This is an optimization exercise on Yosys and OpenROAD, whose aim is small area, not a production implementation.
RTL that was checked went through simulation tests only; none was proved equivalent to the original.
The clock input has no modelled driver; a real chip could not lean on it and would need a root buffer or a full tree.
No activity file was given, so power comes from the tool's default toggle rates.

==> flow/design.v <==
module stopwatch(
    input            CLOCK_50,
    input      [3:0] KEY,
    input      [9:0] SW,
    output     [6:0] HEX0, HEX1, HEX2, HEX3
);
    function [4:0] digit_next;
        input [3:0] q;
        input en, rst;
        digit_next = {
            (~q[0] & ~q[2] & q[3] & en),
            ~((~q[3] & ~en) | (~q[0] & ~q[1] & en) | (rst)),
            ~((~q[2] & ~en) | (~q[0] & ~q[2]) | (rst) | (q[1] & q[3] & en)),
            (q[1] & ~en & ~rst) | (~q[3] & en & ~rst),
            ~((q[2] & en) | (rst) | (~q[0] & ~en) | (~q[0] & ~q[1]))};
    endfunction
    function [6:0] seg;
        input [3:0] q;
        seg = {
            (~q[2] & ~q[3]) | (q[1] & ~q[3]),
            (q[0] & ~q[2]) | (q[1] & ~q[3]),
            (q[1] & ~q[3]) | (~q[1] & q[3]),
            (q[0] & q[2]) | (q[1] & ~q[3]),
            (q[0] & q[1]),
            (~q[0] & ~q[1] & q[2]),
            (q[0] & q[2]) | (q[1] & ~q[2] & ~q[3])};
    endfunction
    reg [2:0] ss_sync;
    reg [2:0] rst_sync;
    always @(posedge CLOCK_50) begin
        ss_sync  <= {ss_sync[1:0],  KEY[0]};
        rst_sync <= {rst_sync[1:0], KEY[1]};
    end
    wire ss  = ss_sync[1]  & ~ss_sync[2];
    wire rst = rst_sync[1] & ~rst_sync[2];
    reg running;
    always @(posedge CLOCK_50)
        running <= ~rst & (running ^ ss);
    reg [3:0] pre;
    wire [3:0] q = pre;
    wire run = running;
    wire tick = (q[0] & ~q[1] & q[3]);
    always @(posedge CLOCK_50)
        pre <= {~((~q[3] & ~run) | (q[3] & run) | (rst) | (q[0] & ~q[1] & q[3])), (q[2] & ~run & ~rst) | (~q[0] & run & ~rst), (q[1] & ~run & ~rst) | (q[2] & run & ~rst), (q[0] & ~q[3] & ~run & ~rst) | (q[1] & ~rst) | (q[2] & run & ~rst)};
    reg [3:0] d0, d1, d2, d3, d4, d5;
    wire [4:0] n0 = digit_next(d0, tick, rst);
    wire [4:0] n1 = digit_next(d1, n0[4], rst);
    wire [4:0] n2 = digit_next(d2, n1[4], rst);
    wire [4:0] n3 = digit_next(d3, n2[4], rst);
    wire [4:0] n4 = digit_next(d4, n3[4], rst);
    wire [4:0] n5 = digit_next(d5, n4[4], rst);
    always @(posedge CLOCK_50) begin
        d0 <= n0[3:0];
        d1 <= n1[3:0];
        d2 <= n2[3:0];
        d3 <= n3[3:0];
        d4 <= n4[3:0];
        d5 <= n5[3:0];
    end
    assign HEX3 = seg(SW[0] ? d5 : d3);
    assign HEX2 = seg(SW[0] ? d4 : d2);
    assign HEX1 = seg(SW[0] ? d3 : d1);
    assign HEX0 = seg(SW[0] ? d2 : d0);
endmodule
Settings: LEC_CHECK=0, ABC_AREA=1, CAP_MARGIN=0, CORE_MARGIN=2, CORE_UTILIZATION=40, GPL_TIMING_DRIVEN=0, SETUP_SLACK_MARGIN=-1.0, SLEW_MARGIN=0; clock period 5.0 ns.
standard.sh (not shown) runs the stock make flow with config.mk's settings and CLKGATE_MAP_FILE= SYNTH_SCRIPT=/design/flow/synth_recipe.tcl, a recipe that flattens the netlist after the stock synthesis.
==> flow/flow/run.sh <==
#!/bin/bash
# Own layout flow: the standard ORFS flow with these changes.
#  2. Port buffers are sky130_fd_sc_hd__buf_1 (every port still gets a buffer).
#  3. Clock tree: flow/cts_pre.tcl replaces TritonCTS with two clkbuf_8
#     buffers, each driving the clock pins of one half of the flip-flops.
set -euo pipefail
W=$(pwd)
export BUFFER_PORTS_ARGS="-buffer_cell sky130_fd_sc_hd__buf_1"
export PRE_CTS_TCL="$W/flow/cts_pre.tcl"
export OWN_CLKBUF=sky130_fd_sc_hd__clkbuf_8
export OWN_CLKBUF_LEVELS=1
make -C "$FLOW_HOME" DESIGN_CONFIG="$W/config.mk" WORK_HOME="$W/orfs" CLKGATE_MAP_FILE= \
  SYNTH_SCRIPT="$W/flow/synth.tcl" ADDER_MAP_FILE= finish > "$W/orfs_make.log" 2>&1
R="$W/orfs/results/$FLOW_PLATFORM/stopwatch/base"
: # left out here: write the final layout as DEF
Other scripts of this flow, unchanged in this note and not shown: flow/flow/abc.script, flow/flow/cts_pre.tcl, flow/flow/synth.tcl
Change:
--- a/flow/design.v
+++ b/flow/design.v
@@ -7,24 +7,24 @@
     function [4:0] digit_next;
         input [3:0] q;
         input en, rst;
         digit_next = {
-            (~q[0] & ~q[2] & q[3] & en),
-            ~((~q[3] & ~en) | (~q[0] & ~q[1] & en) | (rst)),
-            ~((~q[2] & ~en) | (~q[0] & ~q[2]) | (rst) | (q[1] & q[3] & en)),
-            (q[1] & ~en & ~rst) | (~q[3] & en & ~rst),
-            ~((q[2] & en) | (rst) | (~q[0] & ~en) | (~q[0] & ~q[1]))};
+            (q[2] & ~q[3] & en),
+            ~((~q[3] & ~en) | (q[1] & ~q[3]) | (rst) | (q[2] & en)),
+            (~q[0] & ~q[2] & en & ~rst) | (q[2] & ~en & ~rst),
+            (q[1] & ~en & ~rst) | (q[3] & en & ~rst),
+            (q[0] & ~en & ~rst) | (q[0] & ~q[3] & ~rst) | (~q[1] & q[3] & en & ~rst)};
     endfunction
     function [6:0] seg;
         input [3:0] q;
         seg = {
-            (~q[2] & ~q[3]) | (q[1] & ~q[3]),
-            (q[0] & ~q[2]) | (q[1] & ~q[3]),
-            (q[1] & ~q[3]) | (~q[1] & q[3]),
-            (q[0] & q[2]) | (q[1] & ~q[3]),
-            (q[0] & q[1]),
-            (~q[0] & ~q[1] & q[2]),
-            (q[0] & q[2]) | (q[1] & ~q[2] & ~q[3])};
+            (~q[0] & ~q[1] & ~q[2]) | (q[2] & q[3]),
+            (q[0] & ~q[3]) | (q[2] & q[3]),
+            ~((~q[0] & ~q[2]) | (q[1] & ~q[3])),
+            (~q[1] & q[3]) | (q[1] & q[2]),
+            (q[0] & q[1] & ~q[3]),
+            (q[1] & ~q[2] & q[3]),
+            (~q[1] & q[3])};
     endfunction
     reg [2:0] ss_sync;
     reg [2:0] rst_sync;
     always @(posedge CLOCK_50) begin
Effect:
- global-route usage went down by 2.0 points
- combinational power goes down by about 6%
- synthesized cell count went up by 6.5%
- worst setup slack loses 200 ps
- power falls by 1.6%
- sequential power is about the same
- first-iteration DRC count rises by about 100%
- via count goes up by 4.0%
- fmax drops by about 5%
- wire length rises by 1.7%
- critical path depth stays the same
- worst hold slack is about the same
- design area shrinks by about 1.7%
In every run of this note, the design's own scripts or RTL, not TritonCTS, make the clock network.

Another version of the RTL of stopwatch (not shown whole).
Size in the first run: ~190 cells after synthesis, about 35 flip-flops, about 1500 sq um of cells after synthesis.
==> module stopwatch, before the edit <==
module stopwatch(
    input            CLOCK_50,
    input      [3:0] KEY,
    input      [9:0] SW,
    output     [6:0] HEX0, HEX1, HEX2, HEX3
);
    function [4:0] digit_next;
        input [3:0] q;
        input en, rst;
        digit_next = {
            (~q[1] & q[2] & ~q[3] & en),
            ~((~q[1] & ~q[3]) | (~q[2] & en) | (rst) | (~q[3] & ~en)),
            (q[2] & ~en & ~rst) | (q[0] & en & ~rst) | (~q[2] & q[3] & en & ~rst),
            ~((~q[1] & ~en) | (q[2] & en) | (rst) | (q[0] & ~q[1])),
            (q[0] & ~en & ~rst) | (q[1] & en & ~rst)};
    endfunction
    function [6:0] seg;
        input [3:0] q;
        seg = {
            (~q[0] & q[1]) | (~q[1] & ~q[2] & ~q[3]),
            (q[1]),
            (~q[0] & q[1]) | (q[2]),
            (~q[0] & q[1]) | (q[0] & ~q[1] & q[2]),
            (q[0] & q[1] & ~q[2]),
            (~q[0] & q[3]),
            (~q[0] & q[1] & ~q[2]) | (q[0] & ~q[1] & q[2])};
    endfunction
    reg [2:0] ss_sync;
    reg [2:0] rst_sync;
    always @(posedge CLOCK_50) begin
        ss_sync  <= {ss_sync[1:0],  KEY[0]};
        rst_sync <= {rst_sync[1:0], KEY[1]};
    end
    wire ss  = ss_sync[1]  & ~ss_sync[2];
    wire rst = rst_sync[1] & ~rst_sync[2];
    reg running;
    always @(posedge CLOCK_50)
        running <= ~rst & (running ^ ss);
    reg [3:0] pre;
    wire [3:0] q = pre;
    wire run = running;
    wire tick = (q[0] & ~q[1] & q[3]);
    always @(posedge CLOCK_50)
        pre <= {~((~q[3] & ~run) | (q[3] & run) | (rst) | (q[0] & ~q[1] & q[3])), (q[2] & ~run & ~rst) | (~q[0] & run & ~rst), (q[1] & ~run & ~rst) | (q[2] & run & ~rst), (q[0] & ~q[3] & ~run & ~rst) | (q[1] & ~rst) | (q[2] & run & ~rst)};
    reg [3:0] d0, d1, d2, d3, d4, d5;
    wire [4:0] n0 = digit_next(d0, tick, rst);
    wire [4:0] n1 = digit_next(d1, n0[4], rst);
    wire [4:0] n2 = digit_next(d2, n1[4], rst);
    wire [4:0] n3 = digit_next(d3, n2[4], rst);
    wire [4:0] n4 = digit_next(d4, n3[4], rst);
    wire [4:0] n5 = digit_next(d5, n4[4], rst);
    always @(posedge CLOCK_50) begin
        d0 <= n0[3:0];
        d1 <= n1[3:0];
        d2 <= n2[3:0];
        d3 <= n3[3:0];
        d4 <= n4[3:0];
        d5 <= n5[3:0];
    end
    assign HEX3 = seg(SW[0] ? d5 : d3);
    assign HEX2 = seg(SW[0] ? d4 : d2);
    assign HEX1 = seg(SW[0] ? d3 : d1);
    assign HEX0 = seg(SW[0] ? d2 : d0);
endmodule
==> flow/config.mk <==
export PLATFORM = sky130hd
export DESIGN_NAME = stopwatch
export DESIGN_NICKNAME = stopwatch
export VERILOG_FILES = /design/flow/design.v
export SDC_FILE = /design/flow/constraint.sdc
export NUM_CORES = 4
export LEC_CHECK = 0
export ABC_AREA = 1
export CAP_MARGIN = 0
export CORE_MARGIN = 2
export CORE_UTILIZATION = 40
export GPL_TIMING_DRIVEN = 0
export SETUP_SLACK_MARGIN = -1.0
export SLEW_MARGIN = 0
==> flow/constraint.sdc <==
create_clock -name core_clock -period 5.0 [get_ports {CLOCK_50}]
set_input_delay 1.0000 -clock core_clock [delete_from_list [all_inputs] [get_ports {CLOCK_50}]]
set_output_delay 1.0000 -clock core_clock [all_outputs]
set_load 0.01 [all_outputs]
Scripts as last shown in full above: flow/flow/run.sh
Other scripts of this flow, unchanged in this note and not shown: flow/flow/abc01.script, flow/flow/abc02.script, flow/flow/abc03.script, flow/flow/abc04.script, flow/flow/abc05.script, flow/flow/abc06.script, flow/flow/abc07.script, flow/flow/abc08.script, flow/flow/abc09.script, flow/flow/abc10.script, flow/flow/cts_pre.tcl, flow/flow/synth.tcl
Then changed:
--- a/flow/design.v
+++ b/flow/design.v
@@ -8,22 +8,22 @@
         input [3:0] q;
         input en, rst;
         digit_next = {
-            (~q[1] & q[2] & ~q[3] & en),
-            ~((~q[1] & ~q[3]) | (~q[2] & en) | (rst) | (~q[3] & ~en)),
-            (q[2] & ~en & ~rst) | (q[0] & en & ~rst) | (~q[2] & q[3] & en & ~rst),
-            ~((~q[1] & ~en) | (q[2] & en) | (rst) | (q[0] & ~q[1])),
-            (q[0] & ~en & ~rst) | (q[1] & en & ~rst)};
+            (q[0] & q[2] & en),
+            (~q[1] & ~q[3] & en & ~rst) | (q[3] & ~en & ~rst),
+            (q[2] & ~en & ~rst) | (q[3] & en & ~rst),
+            ~((~q[1] & ~en) | (~q[0] & ~q[2] & ~q[3] & en) | (rst) | (~q[1] & q[3]) | (q[0] & q[2] & en)),
+            (q[0] & ~en & ~rst) | (~q[0] & en & ~rst)};
     endfunction
     function [6:0] seg;
         input [3:0] q;
         seg = {
-            (~q[0] & q[1]) | (~q[1] & ~q[2] & ~q[3]),
-            (q[1]),
-            (~q[0] & q[1]) | (q[2]),
-            (~q[0] & q[1]) | (q[0] & ~q[1] & q[2]),
-            (q[0] & q[1] & ~q[2]),
-            (~q[0] & q[3]),
-            (~q[0] & q[1] & ~q[2]) | (q[0] & ~q[1] & q[2])};
+            (~q[1] & ~q[2]),
+            ~((~q[0] & ~q[2]) | (q[1] & ~q[3])),
+            (q[0]) | (q[1] & q[2]),
+            (q[0] & ~q[1]) | (~q[0] & q[1] & q[2]),
+            (~q[1] & q[2]),
+            (q[1] & ~q[2] & ~q[3]),
+            (~q[1] & q[3]) | (~q[0] & q[1] & q[2])};
     endfunction
     reg [2:0] ss_sync;
     reg [2:0] rst_sync;
Core utilization decreases by 0.22 points. Power increases by 1.0%. Fmax increases by 3.6%. Cell area decreases by 0.45%. Die area decreases by 0.50%. Synthesized area decreases by 0.51%. Sequential share of layout area increases by 0.19 points. Worst setup slack improved by 0.15 ns. Via count decreases by 1.3%. Combinational power decreases by about 5%. Routed wire length increases by 2.7%. Worst hold slack stays flat.
No functional check of the RTL was part of the second run of this note. No run of this note takes its clock network from TritonCTS; it comes from the design's own scripts or RTL.

== v6 ==
stopwatch with an RTL version that a note above also has.
Size in the first run: ~180 cells after synthesis, ~35 flip-flops, ~43 I/O pins.
==> module stopwatch, before the edit <==
module stopwatch(
    input            CLOCK_50,
    input      [3:0] KEY,
    input      [9:0] SW,
    output     [6:0] HEX0, HEX1, HEX2, HEX3
);
    function [4:0] digit_next;
        input [3:0] q;
        input en, rst;
        digit_next = {
            (q[0] & q[2] & en),
            (~q[1] & ~q[3] & en & ~rst) | (q[3] & ~en & ~rst),
            (q[2] & ~en & ~rst) | (q[3] & en & ~rst),
            ~((~q[1] & ~en) | (~q[0] & ~q[2] & ~q[3] & en) | (rst) | (~q[1] & q[3]) | (q[0] & q[2] & en)),
            (q[0] & ~en & ~rst) | (~q[0] & en & ~rst)};
    endfunction
    function [6:0] seg;
        input [3:0] q;
        seg = {
            (~q[1] & ~q[2]),
            ~((~q[0] & ~q[2]) | (q[1] & ~q[3])),
            (q[0]) | (q[1] & q[2]),
            (q[0] & ~q[1]) | (~q[0] & q[1] & q[2]),
            (~q[1] & q[2]),
            (q[1] & ~q[2] & ~q[3]),
            (~q[1] & q[3]) | (~q[0] & q[1] & q[2])};
    endfunction
    reg [2:0] ss_sync;
    reg [2:0] rst_sync;
    always @(posedge CLOCK_50) begin
        ss_sync  <= {ss_sync[1:0],  KEY[0]};
        rst_sync <= {rst_sync[1:0], KEY[1]};
    end
    wire ss  = ss_sync[1]  & ~ss_sync[2];
    wire rst = rst_sync[1] & ~rst_sync[2];
    reg running;
    always @(posedge CLOCK_50)
        running <= ~rst & (running ^ ss);
    reg [3:0] pre;
    wire [3:0] q = pre;
    wire run = running;
    wire tick = (q[0] & ~q[1] & q[3]);
    always @(posedge CLOCK_50)
        pre <= {~((~q[3] & ~run) | (q[3] & run) | (rst) | (q[0] & ~q[1] & q[3])), (q[2] & ~run & ~rst) | (~q[0] & run & ~rst), (q[1] & ~run & ~rst) | (q[2] & run & ~rst), (q[0] & ~q[3] & ~run & ~rst) | (q[1] & ~rst) | (q[2] & run & ~rst)};
    reg [3:0] d0, d1, d2, d3, d4, d5;
    wire [4:0] n0 = digit_next(d0, tick, rst);
    wire [4:0] n1 = digit_next(d1, n0[4], rst);
    wire [4:0] n2 = digit_next(d2, n1[4], rst);
    wire [4:0] n3 = digit_next(d3, n2[4], rst);
    wire [4:0] n4 = digit_next(d4, n3[4], rst);
    wire [4:0] n5 = digit_next(d5, n4[4], rst);
    always @(posedge CLOCK_50) begin
        d0 <= n0[3:0];
        d1 <= n1[3:0];
        d2 <= n2[3:0];
        d3 <= n3[3:0];
        d4 <= n4[3:0];
        d5 <= n5[3:0];
    end
    assign HEX3 = seg(SW[0] ? d5 : d3);
    assign HEX2 = seg(SW[0] ? d4 : d2);
    assign HEX1 = seg(SW[0] ? d3 : d1);
    assign HEX0 = seg(SW[0] ? d2 : d0);
endmodule
export LEC_CHECK = 0
export ABC_AREA = 1
export CAP_MARGIN = 0
export CORE_MARGIN = 2
export CORE_UTILIZATION = 40
export GPL_TIMING_DRIVEN = 0
export SETUP_SLACK_MARGIN = -1.0
export SLEW_MARGIN = 0
create_clock -name core_clock -period 5.0 [get_ports {CLOCK_50}]
==> flow/flow/run.sh <==
#!/bin/bash
# Own layout flow: the standard ORFS flow with these changes.
#  2. Port buffers are sky130_fd_sc_hd__buf_1 (every port still gets a buffer).
#  3. Clock tree: flow/cts_pre.tcl replaces TritonCTS with two clkbuf_8
#     buffers, each driving the clock pins of one half of the flip-flops.
#  5. flow/resize_pre.tcl keeps large buffers out of placement repair.
# Each tool's output goes to its own log file in the work folder.
set -euo pipefail
W=$(pwd)
export BUFFER_PORTS_ARGS="-buffer_cell sky130_fd_sc_hd__buf_1"
export PRE_CTS_TCL="$W/flow/cts_pre.tcl"
export PRE_RESIZE_TCL="$W/flow/resize_pre.tcl"
export OWN_CLKBUF=sky130_fd_sc_hd__clkbuf_8
export OWN_CLKBUF_LEVELS=1
make -C "$FLOW_HOME" DESIGN_CONFIG="$W/config.mk" WORK_HOME="$W/orfs" CLKGATE_MAP_FILE= \
  SYNTH_SCRIPT="$W/flow/synth.tcl" ADDER_MAP_FILE= finish > "$W/orfs_make.log" 2>&1
R="$W/orfs/results/$FLOW_PLATFORM/stopwatch/base"
: # left out here: write the final layout as DEF
Other scripts of this flow, unchanged in this note and not shown: flow/flow/abc01.script, flow/flow/abc02.script, flow/flow/abc03.script, flow/flow/abc04.script, flow/flow/abc05.script, flow/flow/abc06.script, flow/flow/abc07.script, flow/flow/abc08.script, flow/flow/abc09.script, flow/flow/abc10.script, flow/flow/cts_pre.tcl, flow/flow/resize_pre.tcl, flow/flow/synth.tcl
### v6 -> v7
==> flow/design.v <==
module stopwatch(
    input            CLOCK_50,
    input      [3:0] KEY,
    input      [9:0] SW,
    output     [6:0] HEX0, HEX1, HEX2, HEX3
);
    function [4:0] digit_next;
        input [3:0] q;
        input en, rst;
        digit_next = {
            (~q[2] & ~q[3] & en),
            ~((~q[3] & ~en) | (q[1] & ~q[3]) | (rst) | (~q[2] & en)),
            (q[2] & ~en) | (~q[2] & en) | (rst) | (q[0]),
            (q[1] & ~en & ~rst) | (q[3] & en & ~rst),
            (q[0] & ~en & ~rst) | (~q[1] & q[3] & en & ~rst) | (q[0] & ~q[3] & ~rst)};
    endfunction
    function [6:0] seg;
        input [3:0] q;
        seg = {
            (~q[0] & ~q[1] & q[2]) | (~q[2] & q[3]),
            (q[0] & ~q[3]) | (~q[2] & q[3]),
            ~((~q[0] & q[2]) | (q[1] & ~q[3])),
            (~q[1] & q[3]) | (q[1] & ~q[2]),
            (q[0] & q[1] & ~q[3]),
            (q[1] & q[2] & q[3]),
            (~q[1] & q[3])};
    endfunction
    reg [2:0] ss_sync;
    reg [2:0] rst_sync;
    always @(posedge CLOCK_50) begin
        ss_sync  <= {ss_sync[1:0],  KEY[0]};
        rst_sync <= {rst_sync[1:0], KEY[1]};
    end
    wire ss  = ss_sync[1]  & ~ss_sync[2];
    wire rst = rst_sync[1] & ~rst_sync[2];
    reg running;
    always @(posedge CLOCK_50)
        running <= ~rst & (running ^ ss);
    reg [3:0] pre;
    wire [3:0] q = pre;
    wire run = running;
    wire tick = (q[0] & q[1] & q[3]);
    always @(posedge CLOCK_50)
        pre <= {~((~q[3] & ~run) | (q[3] & run) | (rst) | (q[0] & q[1] & q[3])), (q[2] & ~run) | (rst) | (q[0] & run), (q[2] & run) | (rst) | (q[1] & ~run), (q[0] & ~q[3] & ~run & ~rst) | (~q[1] & ~rst) | (~q[2] & run & ~rst)};
    reg [3:0] d0, d1, d2, d3, d4, d5;
    wire [4:0] n0 = digit_next(d0, tick, rst);
    wire [4:0] n1 = digit_next(d1, n0[4], rst);
    wire [4:0] n2 = digit_next(d2, n1[4], rst);
    wire [4:0] n3 = digit_next(d3, n2[4], rst);
    wire [4:0] n4 = digit_next(d4, n3[4], rst);
    wire [4:0] n5 = digit_next(d5, n4[4], rst);
    always @(posedge CLOCK_50) begin
        d0 <= n0[3:0];
        d1 <= n1[3:0];
        d2 <= n2[3:0];
        d3 <= n3[3:0];
        d4 <= n4[3:0];
        d5 <= n5[3:0];
    end
    assign HEX3 = seg(SW[0] ? d5 : d3);
    assign HEX2 = seg(SW[0] ? d4 : d2);
    assign HEX1 = seg(SW[0] ? d3 : d1);
    assign HEX0 = seg(SW[0] ? d2 : d0);
endmodule
Findings:
- Sort v6 and v7 by die width asc -> top: v7
- Changes observed in v7 relative to v6: number of vias in the routed layout shrank by about 1.7%; final cell count shrank by 2.7%.
- From v6 to v7 the numbers moved as follows: fraction of registers with async set/reset about even, area of all placed cells without fillers fell about 1.4%, number of nets produced by synthesis fell 6, placeable core area fell about 0.8%.
- Tightest slew margin relative to the limit (higher): v6
- v7 vs v6 on post-route core utilization: v7 is the lower one.
- Taking v6 as the reference, in v7 total negative setup slack barely changed, sequential share of the synthesized area rose 0.55 points, final routed wirelength across all metal layers now larger.
- In v7 the sequential cell area share turned out 0.61 points higher than in v6.
- Cmp v6 and v7 / share of post-route cells with drive strength above 1 / lower: v7
Only the layout flow was run in v6; the RTL was not checked for function there. No run of this note takes its clock network from TritonCTS; it comes from the design's own scripts or RTL.

-- re-timing with driven ports --
The results above use ideal ports. As a check the final layouts listed here were re-extracted and re-timed, cells and wires unchanged. Step 1 sets driving cells, clkbuf_16 on the clock port and buf_2 on the other inputs (assumed; they add their load-dependent delay and slew). Step 2 times the ports against the registers' clock, not the clock port: input delays grow and output delays shrink by t, the midpoint of the rising clock arrivals with the driver on. Three values: no drivers, after step 1, after step 2; two values: the first two.
run	t (ns)	setup slack, ns	worst setup path after step 2
the first run of note 1	0.194	0.954 / 0.923 / 0.923	input to output
the second run of note 1	0.189	0.752 / 0.727 / 0.727	input to output
the first run of note 2	0.194	0.659 / 0.627 / 0.627	input to output
the second run of note 2	0.196	0.809 / 0.780 / 0.780	input to output
v6	0.192	0.822 / 0.793 / 0.793	input to output
v7	0.192	0.697 / 0.664 / 0.664	input to output
After both steps every run listed still meets setup and hold. For v7, which loses most, drivers alone change the setup slack by -0.033 ns; drivers and shift together by -0.033 ns.
